Context: an optimization exercise on an open-source flow, tuned for small area, a short achievable clock period and few clock cycles. The choices shown serve that exercise and are no tape-out recipe. RTL that was checked went through simulation tests only; none was proved equivalent to the original. No activity file was given, so power comes from the tool's default toggle rates.

trial 55:
==> flow/design.v <==
module mips16(clk,rst,imem_addr,imem_rdata,dmem_addr,dmem_wdata,dmem_we,dmem_rdata,dbg_raddr,dbg_rdata);
input clk,rst;
output [15:0] imem_addr;
input [15:0] imem_rdata;
output [15:0] dmem_addr,dmem_wdata;
output dmem_we;
input [15:0] dmem_rdata;
input [2:0] dbg_raddr;
output [15:0] dbg_rdata;
wire [3:0] fop = imem_rdata[15:12];
wire [2:0] frd = imem_rdata[11:9];
wire [2:0] frs = imem_rdata[8:6];
wire [2:0] frt = imem_rdata[5:3];
wire f_st = (fop == 4'd11);
wire [2:0] frb = f_st ? frd : frt;
reg [111:0] regs;
wire [127:0] rv = {regs,16'h0000};
wire [15:0] ra = rv[frs*16 +: 16];
wire [15:0] rb = rv[frb*16 +: 16];
assign dbg_rdata = rv[dbg_raddr*16 +: 16];
reg e_we, e_st, e_bz;             
reg e_ld, e_useimm, e_sum, e_sub, e_selg, e_selp, e_sh, e_left;
reg [2:0] e_rd;
reg [5:0] e_imm;
reg [15:0] e_a, e_b;
reg [15:0] e_pc1;                 
wire [15:0] e_res;
wire fwd_a = e_we && (e_rd == frs);
wire fwd_b = e_we && (e_rd == frb);
always @(posedge clk) begin
  e_ld    <= (fop == 4'd10);
  e_useimm <= (fop >= 4'd9) && (fop <= 4'd12);
  e_sum   <= (fop == 4'd1) || (fop == 4'd2) || (fop == 4'd9);
  e_sub   <= (fop == 4'd2);
  e_selg  <= (fop == 4'd3) || (fop == 4'd4);    
  e_selp  <= (fop == 4'd4) || (fop == 4'd5);    
  e_sh    <= (fop == 4'd6) || (fop == 4'd7) || (fop == 4'd8);
  e_left  <= (fop == 4'd6);
  e_rd    <= frd;
  e_imm   <= imem_rdata[5:0];
  e_a     <= fwd_a ? e_res : ra;
  e_b     <= fwd_b ? e_res : rb;
end
always @(posedge clk or posedge rst) begin
  if (rst) begin
    e_we <= 1'b0;
    e_st <= 1'b0;
    e_bz <= 1'b0;
    e_pc1 <= 16'h0000;
  end else begin
    e_we <= (fop >= 4'd1) && (fop <= 4'd10) && (frd != 3'd0);
    e_st <= f_st;
    e_bz <= (fop == 4'd12);
    e_pc1 <= imem_addr + 16'd1;
  end
end
wire [15:0] imm = {{10{e_imm[5]}},e_imm};
wire [15:0] x = e_bz ? e_pc1 : e_a;
wire [15:0] y = e_useimm ? imm : (e_b ^ {16{e_sub}});
wire [15:0] p = x ^ y;
wire [15:0] gg = x & y;
wire [15:0] g0 = {gg[15:1], gg[0] | (p[0] & e_sub)};
wire [15:0] G1, P1, G2, P2, G3, P3, G4, P4;
genvar g;
generate for (g = 0; g < 16; g = g + 1) begin : pfx
  if (g & 1) begin : l1
    assign G1[g] = g0[g] | (p[g] & g0[g-1]);
    assign P1[g] = p[g] & p[g-1];
  end else begin : l1n
    assign G1[g] = g0[g];
    assign P1[g] = p[g];
  end
  if (g & 2) begin : l2
    assign G2[g] = G1[g] | (P1[g] & G1[(g & ~3) + 1]);
    assign P2[g] = P1[g] & P1[(g & ~3) + 1];
  end else begin : l2n
    assign G2[g] = G1[g];
    assign P2[g] = P1[g];
  end
  if (g & 4) begin : l3
    assign G3[g] = G2[g] | (P2[g] & G2[(g & ~7) + 3]);
    assign P3[g] = P2[g] & P2[(g & ~7) + 3];
  end else begin : l3n
    assign G3[g] = G2[g];
    assign P3[g] = P2[g];
  end
  if (g & 8) begin : l4
    assign G4[g] = G3[g] | (P3[g] & G3[7]);
  end else begin : l4n
    assign G4[g] = G3[g];
  end
end endgenerate
wire [15:0] carry = {G4[14:0], e_sub};
wire [15:0] sum = p ^ carry;
wire [3:0] s = e_b[3:0];
wire [3:0] r = e_left ? (4'd0 - s) : s;
wire [31:0] a2 = {e_a, e_a};
reg [15:0] q1, q2;
integer i;
always @(*) begin
  for (i = 0; i < 16; i = i + 1) begin
    case (r[1:0])
      2'd0: q1[i] = a2[i];
      2'd1: q1[i] = a2[i+1];
      2'd2: q1[i] = a2[i+2];
      default: q1[i] = a2[i+3];
    endcase
  end
end
wire [31:0] q1d = {q1, q1};
always @(*) begin
  for (i = 0; i < 16; i = i + 1) begin
    case (r[3:2])
      2'd0: q2[i] = q1d[i];
      2'd1: q2[i] = q1d[i+4];
      2'd2: q2[i] = q1d[i+8];
      default: q2[i] = q1d[i+12];
    endcase
  end
end
wire [15:0] mask;
generate for (g = 0; g < 16; g = g + 1) begin : m
  assign mask[g] = e_left ? (s <= g) : (s <= 15 - g);
end endgenerate
wire [15:0] shres = (|e_b[15:4]) ? 16'h0000 : (q2 & mask);
assign e_res = ({16{e_sum}} & sum)
             | ({16{e_selg}} & gg)
             | ({16{e_selp}} & p)
             | ({16{e_sh}}  & shres)
             | ({16{e_ld}}  & dmem_rdata);
integer k;
always @(posedge clk) begin
  for (k = 1; k < 8; k = k + 1)
    if (rst || (e_we && e_rd == k))
      regs[(k-1)*16 +: 16] <= rst ? 16'h0000 : e_res;
end
assign dmem_addr = sum;
assign dmem_wdata = e_b;
assign dmem_we = e_st;
wire taken = e_bz && (e_a == 16'h0000);
assign imem_addr = taken ? sum : e_pc1;
endmodule
export LEC_CHECK = 0
export CAP_MARGIN = 20
export CORE_MARGIN = 2
export CORE_UTILIZATION = 45
export PLACE_DENSITY = 0.75
export SLEW_MARGIN = 20
create_clock -name core_clock -period 11.0 [get_ports {clk}]
standard.sh (not shown) runs the stock make flow with config.mk's settings and CLKGATE_MAP_FILE= SYNTH_SCRIPT=/design/flow/synth_recipe.tcl, a recipe that flattens the netlist after the stock synthesis.
==> flow/flow/run.sh <==
#!/bin/bash
set -euo pipefail
export SETUP_SLACK_MARGIN=5.5
export BUFFER_PORTS_ARGS="-buffer_cell sky130_fd_sc_hd__buf_2"
bash standard.sh > standard.log 2>&1
Trial 55 did not stop at any stage, and its layout met the timing, design-rule and antenna checks.
Testbench counts of trial 55, summed over its fixed seeds: cycles 26,648.
What build 88 does differently from trial 55 at the input level:
Settings: clearing PLACE_DENSITY, which used to be 0.75; putting TNS_END_PERCENT at 10 where nothing was set.
Findings:
- Build 88 ended with less global-route usage than trial 55.
- The slowest cell on the critical path comes out mux4_2 in one run and fa_2 in the other, namely in build 88 and trial 55 respectively.
- Build 88 ends up with higher final worst setup slack than trial 55 does.
- The final layouts of build 88 and trial 55 pass the timing, design-rule and antenna checks.
- Summary: first-iteration detailed-routing DRC count, build 88 better than trial 55
- Summary of build 88 over trial 55: final standard cell utilization of the core -2.3 points; power of the sequential group held; transition time at the pin with the least slew margin higher; multi-input gate count did not really move.

========
pepper:
// mips16: RTL as listed in full above, without the edits since
==> flow/config.mk <==
export PLATFORM = sky130hd
export DESIGN_NAME = mips16
export DESIGN_NICKNAME = mips16
export VERILOG_FILES = /design/flow/design.v
export SDC_FILE = /design/flow/constraint.sdc
export NUM_CORES = 4
export LEC_CHECK = 0
export CAP_MARGIN = 20
export CORE_MARGIN = 2
export CORE_UTILIZATION = 45
export SLEW_MARGIN = 20
export TNS_END_PERCENT = 0
==> flow/constraint.sdc <==
create_clock -name core_clock -period 11.0 [get_ports {clk}]
set_input_delay 2.2000 -clock core_clock [delete_from_list [all_inputs] [get_ports {clk}]]
set_output_delay 2.2000 -clock core_clock [all_outputs]
set_load 0.01 [all_outputs]
Scripts as last shown in full above: flow/flow/run.sh
Testbench counts of pepper, summed over its fixed seeds: cycles 26,648.
Changes in tundra relative to pepper:
- TNS_END_PERCENT removed (was 0)
==> flow/flow/run.sh <==
#!/bin/bash
set -euo pipefail
export SETUP_SLACK_MARGIN=5.8
export BUFFER_PORTS_ARGS="-buffer_cell sky130_fd_sc_hd__buf_2"
bash standard.sh > standard.log 2>&1
## What came out
- Every run (pepper and tundra) finished clean.
- Min first-pass GRT wire length across pepper and tundra: pepper
- Reported for pepper and tundra, layout multi-input combinational cell count turned out identical to the last digit.
- Post-route core utilization came out higher on tundra than on pepper.
- From pepper to tundra the numbers moved as follows: met2 track utilization from global routing +3.0 points, clock skew increased by 3.9 ps relative to the old numbers, worst slack at placement now sits higher.
diff inputs: tundra => sierra
==> flow/flow/run.sh <==
#!/bin/bash
set -euo pipefail
export SETUP_SLACK_MARGIN=5.5
export BUFFER_PORTS_ARGS="-buffer_cell sky130_fd_sc_hd__buf_2"
export RECOVER_POWER=100
bash standard.sh > standard.log 2>&1
Notes after the runs:
tundra has higher buffer share of cell area than sierra. On finished layout cell area: between tundra and sierra, it ends up higher for tundra. Min count of nets after finishing across tundra and sierra: sierra. Compare tundra and sierra | time the final worst path needs with I/O delays and setup higher: sierra. sierra completed end to end; final checks failed (max-capacitance violations, max-slew violations). Delta (sierra minus tundra): maximum frequency -about 20%; part of the total power dissipated in combinational logic -3.2 points; biggest fanout along the worst timing path +47; register-to-register setup slack -1120 ps.
Here is what was changed in the inputs of fjord compared with sierra.
==> flow/flow/run.sh <==
#!/bin/bash
set -euo pipefail
export SETUP_SLACK_MARGIN=5.2
export BUFFER_PORTS_ARGS="-buffer_cell sky130_fd_sc_hd__buf_2"
bash standard.sh > standard.log 2>&1
### Flow results
fjord finished every step from synthesis to the final layout, and the layout passed the timing, design-rule and antenna checks.
In terms of share of total power in the clock network, fjord and sierra differ only marginally.
fjord vs. sierra: wire length of the first global-routing pass went down by about 1.3%, net count of the finished layout went down by about 1.3%, overall routing resource usage went down by 0.46 points.

========
## red
RTL: the design.v shown in full above, as it stands there.
==> flow/config.mk <==
export PLATFORM = sky130hd
export DESIGN_NAME = mips16
export DESIGN_NICKNAME = mips16
export VERILOG_FILES = /design/flow/design.v
export SDC_FILE = /design/flow/constraint.sdc
export NUM_CORES = 4
export LEC_CHECK = 0
export CAP_MARGIN = 20
export CORE_MARGIN = 2
export CORE_UTILIZATION = 45
export SLEW_MARGIN = 20
==> flow/constraint.sdc <==
create_clock -name core_clock -period 11.0 [get_ports {clk}]
set_input_delay 2.2000 -clock core_clock [delete_from_list [all_inputs] [get_ports {clk}]]
set_output_delay 2.2000 -clock core_clock [all_outputs]
set_load 0.01 [all_outputs]
==> flow/flow/run.sh <==
#!/bin/bash
set -euo pipefail
export SETUP_SLACK_MARGIN=5.5
export BUFFER_PORTS_ARGS="-buffer_cell sky130_fd_sc_hd__buf_2"
export REMOVE_ABC_BUFFERS=1
bash standard.sh > standard.log 2>&1
Testbench counts of red, summed over its fixed seeds: cycles 26,648.
Changes in blue relative to red:
- a change of CORE_UTILIZATION from 45 to 55
==> flow/flow/run.sh <==
#!/bin/bash
set -euo pipefail
export SETUP_SLACK_MARGIN=5.5
export BUFFER_PORTS_ARGS="-buffer_cell sky130_fd_sc_hd__buf_1"
bash standard.sh > standard.log 2>&1
### Flow results
- blue vs. red: total area of sequential cells about even, core utilization moved up.
- In blue relative to red, power per standard cell area had gone up slightly.
- red → blue: overall die height went down; area enclosed by the die boundary decreased by about 18% relative to the old numbers.
- Per the comparison of blue with red, worst setup slack for register-to-register paths went up, final cell area excluding filler cells went down.
Input-level comparison between green and blue:
- CORE_UTILIZATION now 45, was 55
- TNS_END_PERCENT now 10, previously not set
==> flow/flow/run.sh <==
#!/bin/bash
set -euo pipefail
export SETUP_SLACK_MARGIN=5.5
export BUFFER_PORTS_ARGS="-buffer_cell sky130_fd_sc_hd__buf_2"
export SKIP_GATE_CLONING=1
export SKIP_LAST_GASP=1
bash standard.sh > standard.log 2>&1
--- outcome ---
Row power in sequential cells: green lower / blue higher. From blue to green the numbers moved as follows: area after synthesis stayed essentially flat; critical path data arrival time rose by 50 ps. There was hardly any difference in count of hold-fix buffers inserted at cts between green and blue.
### green -> orange
- TNS_END_PERCENT removed (was 10)
- CTS_BUF_LIST newly set to sky130_fd_sc_hd__clkbuf_8
- CORE_UTILIZATION changed from 45 to 50
==> flow/flow/run.sh <==
#!/bin/bash
set -euo pipefail
export SETUP_SLACK_MARGIN=5.5
export BUFFER_PORTS_ARGS="-buffer_cell sky130_fd_sc_hd__buf_1"
bash standard.sh > standard.log 2>&1
[summary]
- Row number of antenna violations at the first check in global routing: orange lower / green higher
- Of orange and green, the lower number of non-filler instances in the completed layout belongs to green.
- For green, the category of the critical setup timing path was primary input to output port, unlike orange, where it was flip-flop to output port.
- orange vs green, sequential fraction of total cell area went down by 0.54 points.
For purple, these inputs were changed with respect to orange:
- TNS_END_PERCENT newly set to 5
- CORE_UTILIZATION changed from 50 to 45
- CTS_BUF_LIST removed (was sky130_fd_sc_hd__clkbuf_8)
==> flow/flow/run.sh <==
#!/bin/bash
set -euo pipefail
export SETUP_SLACK_MARGIN=5.35
export BUFFER_PORTS_ARGS="-buffer_cell sky130_fd_sc_hd__buf_2"
bash standard.sh > standard.log 2>&1
Core utilization ends up lower on purple. For the final routed wire length divided by cell count, purple came in about 3% lower than orange did. purple ended up with a lower combined global-route utilization of all metal layers than orange did. What orange reported for number of non-clock buffers has to be multiplied by 0.838 to get the figure for purple. Fraction of area in clock buffers and inverters for purple is higher than for orange. Relative to orange, the count of fill cells added during filler insertion measured on purple has increased by more than 10%. No stage failed in purple, and the final checks on the layout all came back clean. purple against orange: number of core rows moved up, setup slack of the critical path after layout dropped 45 ps, initial core utilization decreased 5.1 points. Delay contributed by the slowest stage of the critical path: purple vs orange — no meaningful difference. Lower cell count was reported by purple, not orange.

========
run A:
Starts from the design.v that is shown in full above.
export LEC_CHECK = 0
export CAP_MARGIN = 20
export CORE_MARGIN = 2
export CORE_UTILIZATION = 45
export SLEW_MARGIN = 20
create_clock -name core_clock -period 11.0 [get_ports {clk}]
==> flow/flow/run.sh <==
#!/bin/bash
set -euo pipefail
export SETUP_SLACK_MARGIN=5.5
export BUFFER_PORTS_ARGS="-buffer_cell sky130_fd_sc_hd__buf_2"
bash standard.sh > standard.log 2>&1
Run A finished end to end and its layout was clean on timing, DRC and antenna.
Testbench counts of run A, summed over its fixed seeds: cycles 26,648.
Relative to run A, the following input files were edited for run B:
Settings: TNS_END_PERCENT now 10, previously not set.
==> flow/flow/run.sh <==
#!/bin/bash
set -euo pipefail
export SETUP_SLACK_MARGIN=5.7
export BUFFER_PORTS_ARGS="-buffer_cell sky130_fd_sc_hd__buf_2"
bash standard.sh > standard.log 2>&1
--- outcome ---
Between run B and run A, it is run B whose maximum frequency is lower, by about 1.3%. Re routability-driven placement congestion ratio: run B is about 1.1% up on run A. Between run A and run B, placed wire-length estimate is higher for run B, run A comes in under that. | wire length | run B vs run A | 2.1% lower |.
Edits applied to the flow inputs when going from run B to run C:
Settings: a deleted TNS_END_PERCENT that had been 10; an added CTS_CLUSTER_DIAMETER of 100; an added CTS_CLUSTER_SIZE of 40.
==> flow/flow/run.sh <==
#!/bin/bash
set -euo pipefail
export SETUP_SLACK_MARGIN=5.5
export BUFFER_PORTS_ARGS="-buffer_cell sky130_fd_sc_hd__buf_2"
bash standard.sh > standard.log 2>&1
Results
Sort run B and run C by area added between synthesis and finish, ascending, and run B comes first.
STATUS final critical delay including setup and external delays: run C wins against run B
For footprint of the flip-flops and latches, run C and run B come out practically identical.
Comparing run B and run C, the higher total buffers and inverters traversed by the critical path is on run B.
Run C against run B: number of diodes comparable, core outline area held.
Run C: critical path depth higher than run B
Of the two values seen for launch point of the critical path, e_b[0] was produced by run C and e_bz by run B.

========
Setup of lane 1:
mips16, a different RTL version from the one above (not shown whole).
Size in the first run: roughly 1300 cells after synthesis, about 180 flip-flops, ~100 I/O pins, roughly 13000 um2 of cells after synthesis.
Settings: LEC_CHECK=0, CAP_MARGIN=20, CORE_MARGIN=2, CORE_UTILIZATION=65, CTS_BUF_LIST=sky130_fd_sc_hd__clkbuf_4 sky130_fd_sc_hd__clkbuf_8, SETUP_SLACK_MARGIN=5, SLEW_MARGIN=20; clock period 11.0 ns.
run.sh (not shown) runs the stock make flow with config.mk's settings and CLKGATE_MAP_FILE= SYNTH_SCRIPT=/design/flow/synth_recipe.tcl, a recipe that flattens the netlist after the stock synthesis.
Stock flow here: none of the scripts above is used.
Lane 1 completed; timing, DRC and antenna clean
> inputs changed (lane 1 -> lane 2)
- CTS_BUF_LIST removed (was sky130_fd_sc_hd__clkbuf_4 sky130_fd_sc_hd__clkbuf_8)
- CORE_UTILIZATION changed from 65 to 40
Notes after the runs:
- Higher area growth from synthesis to layout goes to lane 2 over lane 1.
- Going from lane 1 to lane 2, met1 track demand over resource in global routing fell by 15 points; post-CTS resize count has increased; vertical extent of the die went up by about 27%.
- Lane 2: PASS, flow complete, no timing, DRC or antenna violations
- First-pass GRT wire length: lane 1 and lane 2 compared, lower one is lane 1
- ~same number of storage elements in the synthesis netlist in lane 1 and lane 2
Function was not checked in any run of this note: the RTL went through the layout flow alone.

[re-timing with driven ports]
How much do the figures lean on ideal ports? The routed layouts below were timed once more, with nothing changed but the port constraints. Step 1 sets driving cells, clkbuf_16 on the clock port and buf_2 on the other inputs (assumed; they add their load-dependent delay and slew). Step 2 moves the port delays by t, midway between the first and last clock arrival at a register: inputs arrive t later, outputs are due t later. That takes back most of the time a late clock gives input paths. Slacks: ideal / step 1 / step 2; pairs: ideal / step 1.
run | t (ns) | slack for setup (ns) | hold WS [ns] | pins driven straight from the clock port
trial 55 | 0.493 | 5.289 / 5.239 / 5.393 | 0.655 / 0.655 / 0.655 | 1
build 88 | 0.488 | 5.320 / 5.299 / 5.300 | 0.657 / 0.657 / 0.657 | 1
pepper | 0.491 | 5.280 / 5.230 / 5.291 | 0.648 / 0.648 / 0.648 | 1
tundra | 0.487 | 5.277 / 5.226 / 5.379 | 0.654 / 0.654 / 0.654 | 1
sierra | 0.490 | 3.937 / 3.964 / 3.474 | 0.662 / 0.662 / 0.662 | 1
fjord | 0.492 | 5.140 / 5.120 / 5.120 | 0.666 / 0.666 / 0.666 | 1
red | 0.487 | 5.234 / 5.181 / 5.342 | 0.669 / 0.669 / 0.669 | 1
blue | 0.484 | 5.315 / 5.265 / 5.391 | 0.688 / 0.688 / 0.688 | 1
green | 0.488 | 5.273 / 5.248 / 5.248 | 0.659 / 0.659 / 0.659 | 1
orange | 0.520 | 5.168 / 5.122 / 5.379 | 0.668 / 0.668 / 0.668 | 1
purple | 0.494 | 5.124 / 5.074 / 5.133 | 0.664 / 0.664 / 0.664 | 1
run A | 0.490 | 5.346 / 5.297 / 5.367 | 0.660 / 0.660 / 0.660 | 1
run B | 0.483 | 5.272 / 5.223 / 5.282 | 0.640 / 0.640 / 0.640 | 1
run C | 0.490 | 5.346 / 5.297 / 5.367 | 0.660 / 0.660 / 0.660 | 1
lane 1 | 0.514 | 4.989 / 4.967 / 4.967 | 0.639 / 0.639 / 0.639 | 1
lane 2 | 0.501 | 5.068 / 5.044 / 5.044 | 0.629 / 0.629 / 0.629 | 1
The setup slack of sierra, which loses most, moves by +0.027 ns with the drivers and by -0.463 ns with both steps.
